From an optimization exercise on the open Yosys and OpenROAD flow, aimed at small area; shortcuts taken in it are not production practice.
In this exercise RTL edits were held to simulation tests only and were not proved equivalent to the original.
No driver is modelled on the clock port, so clock power and skew are understated where the tree is cut down; a real chip needs a root buffer or a tree.
No activity file was given, so power comes from the tool's default toggle rates.

run A:
==> flow/design.v <==
`timescale 1ns / 1ps
module main (
    input wire clk,
    input wire reset,
    input wire Entry_sensor,
    input wire Exit_sensor,
    input wire [1:0] Exit_parking,
    output wire Full_light,
    output wire Door_Open_light,
    output reg [3:0] parkings,
    output [4:0] seven_seg,
    output [7:0] seg_data
);
  localparam IDLE_F = 3'b000, IDLE_D = 3'b010, CHECK_ENTRY = 3'b001, CHECK_EXIT = 3'b011,
             FULL_0 = 3'b101, FULL = 3'b100, DOOR_0 = 3'b111, DOOR = 3'b110;
  reg [2:0] state;
  reg [11:0] cnt;             
  reg [5:0] blocks;           
  reg full_phase, door_phase;
  reg [9:0] refresh_counter;
  reg [1:0] digit_select;
  reg started;
  wire [3:0] sel;
  reg [2:0] shown;
  wire timing = state[2] & ~state[0];
  wire door = state[1];
  wire in_full = timing & ~door;
  wire in_door = timing & door;
  assign Full_light = blocks[0] & ~door;
  assign Door_Open_light = blocks[0] & door;
  wire wrap = cnt[9] & cnt[8] & cnt[7] & cnt[5] &
              (door ? (cnt[6] & cnt[3]) : (cnt[11] & cnt[10]));
  wire period_end = cnt[9] & cnt[8] & cnt[7] & cnt[4] &
      (door ? (door_phase ? (blocks[5] & blocks[3] & cnt[2] & cnt[1])
                          : (blocks[5] & blocks[2] & blocks[1] & blocks[0] & cnt[5] & cnt[3] & cnt[2] & cnt[1] & cnt[0]))
            : (full_phase ? (blocks[2] & blocks[1] & cnt[11] & cnt[10] & cnt[1])
                          : (blocks[2] & blocks[0] & cnt[11] & cnt[10] & cnt[3] & cnt[0])));
  wire [11:0] start = door ? (door_phase ? 12'd960 : 12'd0) : (full_phase ? 12'd3994 : 12'd0);
  reg [2:0] next_state;
  reg [3:0] next_parkings;
  always @(*) begin
    next_state = state;
    next_parkings = parkings;
    case (state)
      IDLE_F, IDLE_D: begin
        if (~Entry_sensor) next_state = CHECK_ENTRY;
        else if (~Exit_sensor) next_state = CHECK_EXIT;
      end
      CHECK_ENTRY: begin
        next_parkings = parkings | {&parkings[2:0], &parkings[1:0], parkings[0], 1'b1};
        next_state = (&parkings) ? FULL_0 : DOOR_0;
      end
      CHECK_EXIT: begin
        next_parkings = parkings & ~(4'b0001 << Exit_parking);
        next_state = parkings[Exit_parking] ? DOOR_0 : IDLE_D;
      end
      FULL_0: next_state = FULL;
      DOOR_0: next_state = DOOR;
      FULL: if (period_end) next_state = IDLE_F;
      DOOR: if (period_end) next_state = IDLE_D;
      default: next_state = IDLE_F;
    endcase
  end
  always @(posedge clk or posedge reset) begin
    if (reset) parkings <= 4'b0000;
    else parkings <= next_parkings;
  end
  always @(posedge clk) begin
    if (reset) state <= IDLE_F;
    else state <= next_state;
  end
  always @(posedge clk) begin
    if (timing) cnt <= wrap ? 12'd0 : cnt + 12'd1;
    else cnt <= start;
  end
  wire [5:0] next_blocks = timing ? blocks + {5'd0, wrap} : 6'd0;
  always @(posedge clk or posedge reset) begin
    if (reset) blocks[0] <= 1'b0;
    else blocks[0] <= next_blocks[0];
  end
  always @(posedge clk) blocks[5:1] <= next_blocks[5:1];
  always @(posedge clk) begin
    if (reset) begin
      full_phase <= 1'b0;
      door_phase <= 1'b0;
    end else begin
      if (in_full & period_end) full_phase <= ~full_phase;
      if (in_door & period_end) door_phase <= ~door_phase;
    end
  end
  wire tick = refresh_counter == 10'd496;
  wire strobe_free = refresh_counter == 10'd248;
  wire strobe_location = refresh_counter == 10'd124;
  always @(posedge clk) begin
    if (reset | tick) refresh_counter <= 10'd0;
    else refresh_counter <= {refresh_counter[8:0], ~(refresh_counter[9] ^ refresh_counter[6])};
  end
  always @(posedge clk or posedge reset) begin
    if (reset) begin
      digit_select <= 2'd0;
      started <= 1'b0;
    end else begin
      digit_select <= digit_select + {1'b0, tick};
      started <= started | tick;
    end
  end
  assign sel = {digit_select == 2'd1, digit_select == 2'd2, digit_select == 2'd3,
                started & (digit_select == 2'd0)};
  wire [2:0] free_code, location_code;
  assign free_code[0] = (parkings == 4'd0) | (parkings == 4'd1) | (parkings == 4'd2) | (parkings == 4'd3) | (parkings == 4'd4) | (parkings == 4'd5) | (parkings == 4'd6) | (parkings == 4'd8) | (parkings == 4'd9) | (parkings == 4'd10) | (parkings == 4'd12);
  assign free_code[1] = (parkings == 4'd1) | (parkings == 4'd2) | (parkings == 4'd3) | (parkings == 4'd4) | (parkings == 4'd5) | (parkings == 4'd6) | (parkings == 4'd7) | (parkings == 4'd8) | (parkings == 4'd9) | (parkings == 4'd10) | (parkings == 4'd11) | (parkings == 4'd12) | (parkings == 4'd13) | (parkings == 4'd14);
  assign free_code[2] = (parkings == 4'd3) | (parkings == 4'd5) | (parkings == 4'd6) | (parkings == 4'd9) | (parkings == 4'd10) | (parkings == 4'd12);
  assign location_code[0] = (parkings == 4'd3) | (parkings == 4'd7) | (parkings == 4'd11);
  assign location_code[1] = (parkings == 4'd1) | (parkings == 4'd3) | (parkings == 4'd5) | (parkings == 4'd7) | (parkings == 4'd9) | (parkings == 4'd11) | (parkings == 4'd13) | (parkings == 4'd15);
  assign location_code[2] = (parkings == 4'd3) | (parkings == 4'd11) | (parkings == 4'd15);
  always @(posedge clk) begin
    if (strobe_free && sel[3]) shown <= free_code;
    else if (strobe_location && sel[1]) shown <= location_code;
  end
  assign seven_seg = {1'b0, sel};
  wire [7:0] seg =
    (~(sel[2] | sel[0])) ? 8'b00111111 :
    (shown == 3'd0) ? 8'b00111111 :
    (shown == 3'd1) ? 8'b01100110 :
    (shown == 3'd2) ? 8'b00000110 :
    (shown == 3'd3) ? 8'b01001111 :
    (shown == 3'd4) ? 8'b00000000 :
    (shown == 3'd5) ? 8'b00000000 :
    (shown == 3'd6) ? 8'b01000000 :
    8'b01011011;
  assign seg_data = seg;
endmodule
==> flow/config.mk <==
export PLATFORM = sky130hd
export DESIGN_NAME = main
export DESIGN_NICKNAME = main
export VERILOG_FILES = /design/flow/design.v
export SDC_FILE = /design/flow/constraint.sdc
export NUM_CORES = 4
export LEC_CHECK = 0
export CAP_MARGIN = 20
export CORE_MARGIN = 2
export CORE_UTILIZATION = 40
export PLACE_DENSITY = 0.85
export SLEW_MARGIN = 20
==> flow/constraint.sdc <==
create_clock -name core_clock -period 10.0 [get_ports {clk}]
set_input_delay 2.0000 -clock core_clock [delete_from_list [all_inputs] [get_ports {clk}]]
set_output_delay 2.0000 -clock core_clock [all_outputs]
set_load 0.01 [all_outputs]
standard.sh (not shown) runs the stock make flow with config.mk's settings and CLKGATE_MAP_FILE= SYNTH_SCRIPT=/design/flow/synth_recipe.tcl, a recipe that flattens the netlist after the stock synthesis.
==> flow/flow/run.sh <==
#!/bin/bash
# Own layout flow: the standard flow (standard.sh) with three changes:
#  - synthesis maps logic with an area-oriented abc script (flow/area_synth.tcl,
#    flow/area.abc) and without ORFS's adder extraction; registers are unchanged;
#  - ports are buffered with sky130_fd_sc_hd__buf_1;
#  - clock tree synthesis runs with the options in flow/cts.args, and
#    flow/post_cts.tcl then upsizes any clock buffer whose sinks see a slow edge.
# make's full output goes to flow.log in the work folder; ORFS keeps each
# step's own log under orfs/logs/.
set -euo pipefail
here=$(pwd)
export AREA_ABC_SCRIPT="$here/flow/area.abc"
bash standard.sh \
  "SYNTH_SCRIPT=$here/flow/area_synth.tcl" \
  "ADDER_MAP_FILE=" \
  "BUFFER_PORTS_ARGS=-buffer_cell sky130_fd_sc_hd__buf_1" \
  "CTS_ARGS=$(cat "$here/flow/cts.args")" \
  "POST_CTS_TCL=$here/flow/post_cts.tcl" \
  finish > "$here/flow.log" 2>&1
==> flow/flow/area.abc <==
&get -n
&st
&dch -f
&if -K 4
&st
&dch -f
&nf -R 1000
&put
==> flow/flow/post_cts.tcl <==
# Runs at the end of the clock tree step (POST_CTS_TCL): a clock-tree buffer
# whose flip-flops would see a clock edge slower than 110 ps (placement
# estimate) is upsized to clkbuf_8, then placement is legalised again.
estimate_parasitics -placement
set upsized 0
foreach inst [get_cells clkbuf_*] {
  set out [get_pins -of_objects $inst -filter "direction==output"]
  set net [get_nets -of_objects $out]
  set worst 0.0
  foreach pin [get_pins -of_objects $net -filter "direction==input"] {
    foreach edge {rise fall} {
      set s [expr {[sta::time_ui_sta [get_property $pin slew_max_$edge]] * 1e12}]
      if {$s > $worst} { set worst $s }
    }
  }
  puts "clock buffer [get_full_name $inst] [get_property $inst ref_name]: slowest sink edge [format %.1f $worst] ps"
  if {$worst > 110.0} {
    replace_cell $inst sky130_fd_sc_hd__clkbuf_8
    incr upsized
  }
}
puts "upsized $upsized clock buffers"
if {$upsized > 0} {
  detailed_placement
  check_placement -verbose
  estimate_parasitics -placement
}
Other scripts of this flow, unchanged in this note and not shown: flow/flow/area_synth.tcl, flow/flow/cts.args
Run A ended with every stage complete and zero timing, DRC or antenna violations.
#### Input delta (run B over run A)
-- flow/flow/post_cts.tcl --
<<< run A, line 1
# Runs at the end of the clock tree step (POST_CTS_TCL): a clock-tree buffer
# whose flip-flops would see a clock edge slower than 110 ps (placement
# estimate) is upsized to clkbuf_8, then placement is legalised again.
estimate_parasitics -placement
>>> run B, line 1
# Runs at the end of the clock tree step (POST_CTS_TCL): a clock-tree buffer
# whose flip-flops would see a clock edge slower than 100 ps (placement
# estimate) is upsized to clkbuf_8, then placement is legalised again.
estimate_parasitics -placement
<<< run A, line 15
  }
  puts "clock buffer [get_full_name $inst] [get_property $inst ref_name]: slowest sink edge [format %.1f $worst] ps"
  if {$worst > 110.0} {
    replace_cell $inst sky130_fd_sc_hd__clkbuf_8
    incr upsized
>>> run B, line 15
  }
  puts "clock buffer [get_full_name $inst] [get_property $inst ref_name]: slowest sink edge [format %.1f $worst] ps"
  if {$worst > 100.0} {
    replace_cell $inst sky130_fd_sc_hd__clkbuf_8
    incr upsized
[summary]
Looking only at global routing usage summed across all routing layers, and setting everything else aside, the lower value of run A and run B goes to run A. STATUS final area: run B loses against run A. Routed wire length of run B is on par with run A. [compare] base=run A new=run B: final period demand of the worst path went up, area growth from synthesis to layout shows an increase of 0.33 points, post-detailed-route wirelength per cell did not really move, fmax shows a reduction of 0.61%, total number of sequential cells held. Run B vs run A, combinational share of power went down by 0.3 points. Run B vs run A — share of the clock period used by the worst path rose 0.22 points. Diff run A..run B | sequential share of layout area | negligible.
What run C does differently from run B at the input level:
==> flow/flow/run.sh <==
#!/bin/bash
set -euo pipefail
here=$(pwd)
export AREA_ABC_SCRIPT="$here/flow/area.abc"
bash standard.sh \
  "SYNTH_SCRIPT=$here/flow/area_synth.tcl" \
  "ADDER_MAP_FILE=" \
  "BUFFER_PORTS_ARGS=-buffer_cell sky130_fd_sc_hd__buf_1" \
  "CTS_ARGS=$(cat "$here/flow/cts.args")" \
  "POST_CTS_TCL=$here/flow/post_cts.tcl" \
  finish > "$here/flow.log" 2>&1
-- flow/flow/area.abc --
<<< run B, line 7
&nf -R 1000
&put
>>> run C, line 7
&nf -R 1000
&put
&get -n
&st
&dch
&nf -R 1000
&put
==> flow/flow/post_cts.tcl <==
# Runs at the end of the clock tree step (POST_CTS_TCL).
# 1. A clock-tree buffer whose flip-flops would see a clock edge slower than
#    110 ps (placement estimate) is upsized to clkbuf_8.
estimate_parasitics -placement
set changed 0
foreach inst [get_cells clkbuf_*] {
  set out [get_pins -of_objects $inst -filter "direction==output"]
  set net [get_nets -of_objects $out]
  set worst 0.0
  foreach pin [get_pins -of_objects $net -filter "direction==input"] {
    foreach edge {rise fall} {
      set s [expr {[sta::time_ui_sta [get_property $pin slew_max_$edge]] * 1e12}]
      if {$s > $worst} { set worst $s }
    }
  }
  puts "clock buffer [get_full_name $inst] [get_property $inst ref_name]: slowest sink edge [format %.1f $worst] ps"
  if {$worst > 110.0} {
    replace_cell $inst sky130_fd_sc_hd__clkbuf_8
    incr changed
  }
}
puts "upsized $changed clock buffers"

set root [get_cells -quiet clkbuf_0_clk]
if {[llength $root] == 1} {
  set in_net [get_nets -of_objects [get_pins clkbuf_0_clk/A]]
  set out_net [get_nets -of_objects [get_pins clkbuf_0_clk/X]]
  set loads [get_pins -of_objects $out_net -filter "direction==input"]
  set port_loads [get_pins -quiet -of_objects $in_net -filter "direction==input"]
  set all_buffers 1
  foreach pin $loads {
    if {![string match "sky130_fd_sc_hd__clkbuf_*" [get_property [get_cells -of_objects $pin] ref_name]]} { set all_buffers 0 }
  }
  if {[get_full_name $in_net] eq "clk" && [llength $port_loads] == 1 && [llength $loads] <= 4 && $all_buffers} {
    foreach pin $loads {
      disconnect_pin $out_net $pin
      connect_pin $in_net $pin
    }
    disconnect_pin $in_net clkbuf_0_clk/A
    delete_instance clkbuf_0_clk
    incr changed
    puts "removed the root clock buffer; the clock port drives [llength $loads] clock buffers"
  }
}

if {$changed > 0} {
  detailed_placement
  check_placement -verbose
  estimate_parasitics -placement
}
[summary]
Run C vs run B on mean instance size in the synthesized netlist: run C is the lower one. Most area-hungry cell class in the final design: sequential cells -> run C, multi-input combinational cells -> run B. Per-cell via count in the routed design was lower in the run labelled run B. Run C ends up with higher portion of the post-synthesis area used by sequential elements than run B does. Changes observed in run C relative to run B: data arrival time at the worst-slack endpoint shrank by 0.05 ns, total chip power shrank by 9.8%. Summary — xor/xnor share of the synthesized area, run C relative to run B: lower, by 1.4 points. For the non-filler instance count after layout, run C came in 3 higher than run B did.
Input-level comparison between run D and run C:
-- flow/flow/area.abc --
<<< run C, line 9
&get -n
&st
&dch
&nf -R 1000
&put
>>> run D, line 9
&get -n
&st
&dch -f
&nf -R 1000
&put
&get -n
&st
&dch -f
&nf -R 1000
&put
&get -n
&st
&dch -f
&nf -R 1000
&put
## What came out
Each of the runs, namely run D and run C, reached the end of the flow and came out clean. Compared with run C, run D shows pin slew with the least headroom to its limit higher by 0.067 ns. In the metrics for run D and run C, the one carrying the higher die area is run C. Changes observed in run D relative to run C: global-route wire length before repair now sits higher; overall routed net length now sits lower; maximum fanout encountered on the critical timing path now sits at about the same level. Diff run C -> run D | final area | down slightly. Relative to run C, shortest clock period the worst path allows after layout has gone down in run D. In run D, simple-gate share of the synthesized area is lower than in run C.

[static timing again, ports no longer ideal]
No port has a modelled driver above. Below, the same layouts with a new extraction and two added sets of constraints. Step 1 (the two cells are an assumption about what drives the block):
set clk [get_ports {clk}]
set_driving_cell -lib_cell sky130_fd_sc_hd__clkbuf_16 $clk
set_driving_cell -lib_cell sky130_fd_sc_hd__buf_2 [delete_from_list [all_inputs] $clk]
Step 2 moves the port delays by t, midway between the first and last clock arrival at a register: inputs arrive t later, outputs are due t later. That takes back most of the time a late clock gives input paths. Slacks: ideal ports / drivers / drivers and shift; pairs: ideal ports / drivers.
| run | t (ns) | setup WS [ns] | slew at the worst register clock pin (ns) |
|---|---|---|---|
| run A | 0.353 | 6.323 / 6.304 / 6.621 | 0.10 / 0.10 |
| run B | 0.357 | 6.301 / 6.281 / 6.630 | 0.09 / 0.09 |
| run C | 0.197 | 6.355 / 6.305 / 6.502 | 0.10 / 0.10 |
| run D | 0.192 | 6.427 / 6.382 / 6.574 | 0.10 / 0.10 |
After both steps setup and hold are still met in every run listed.
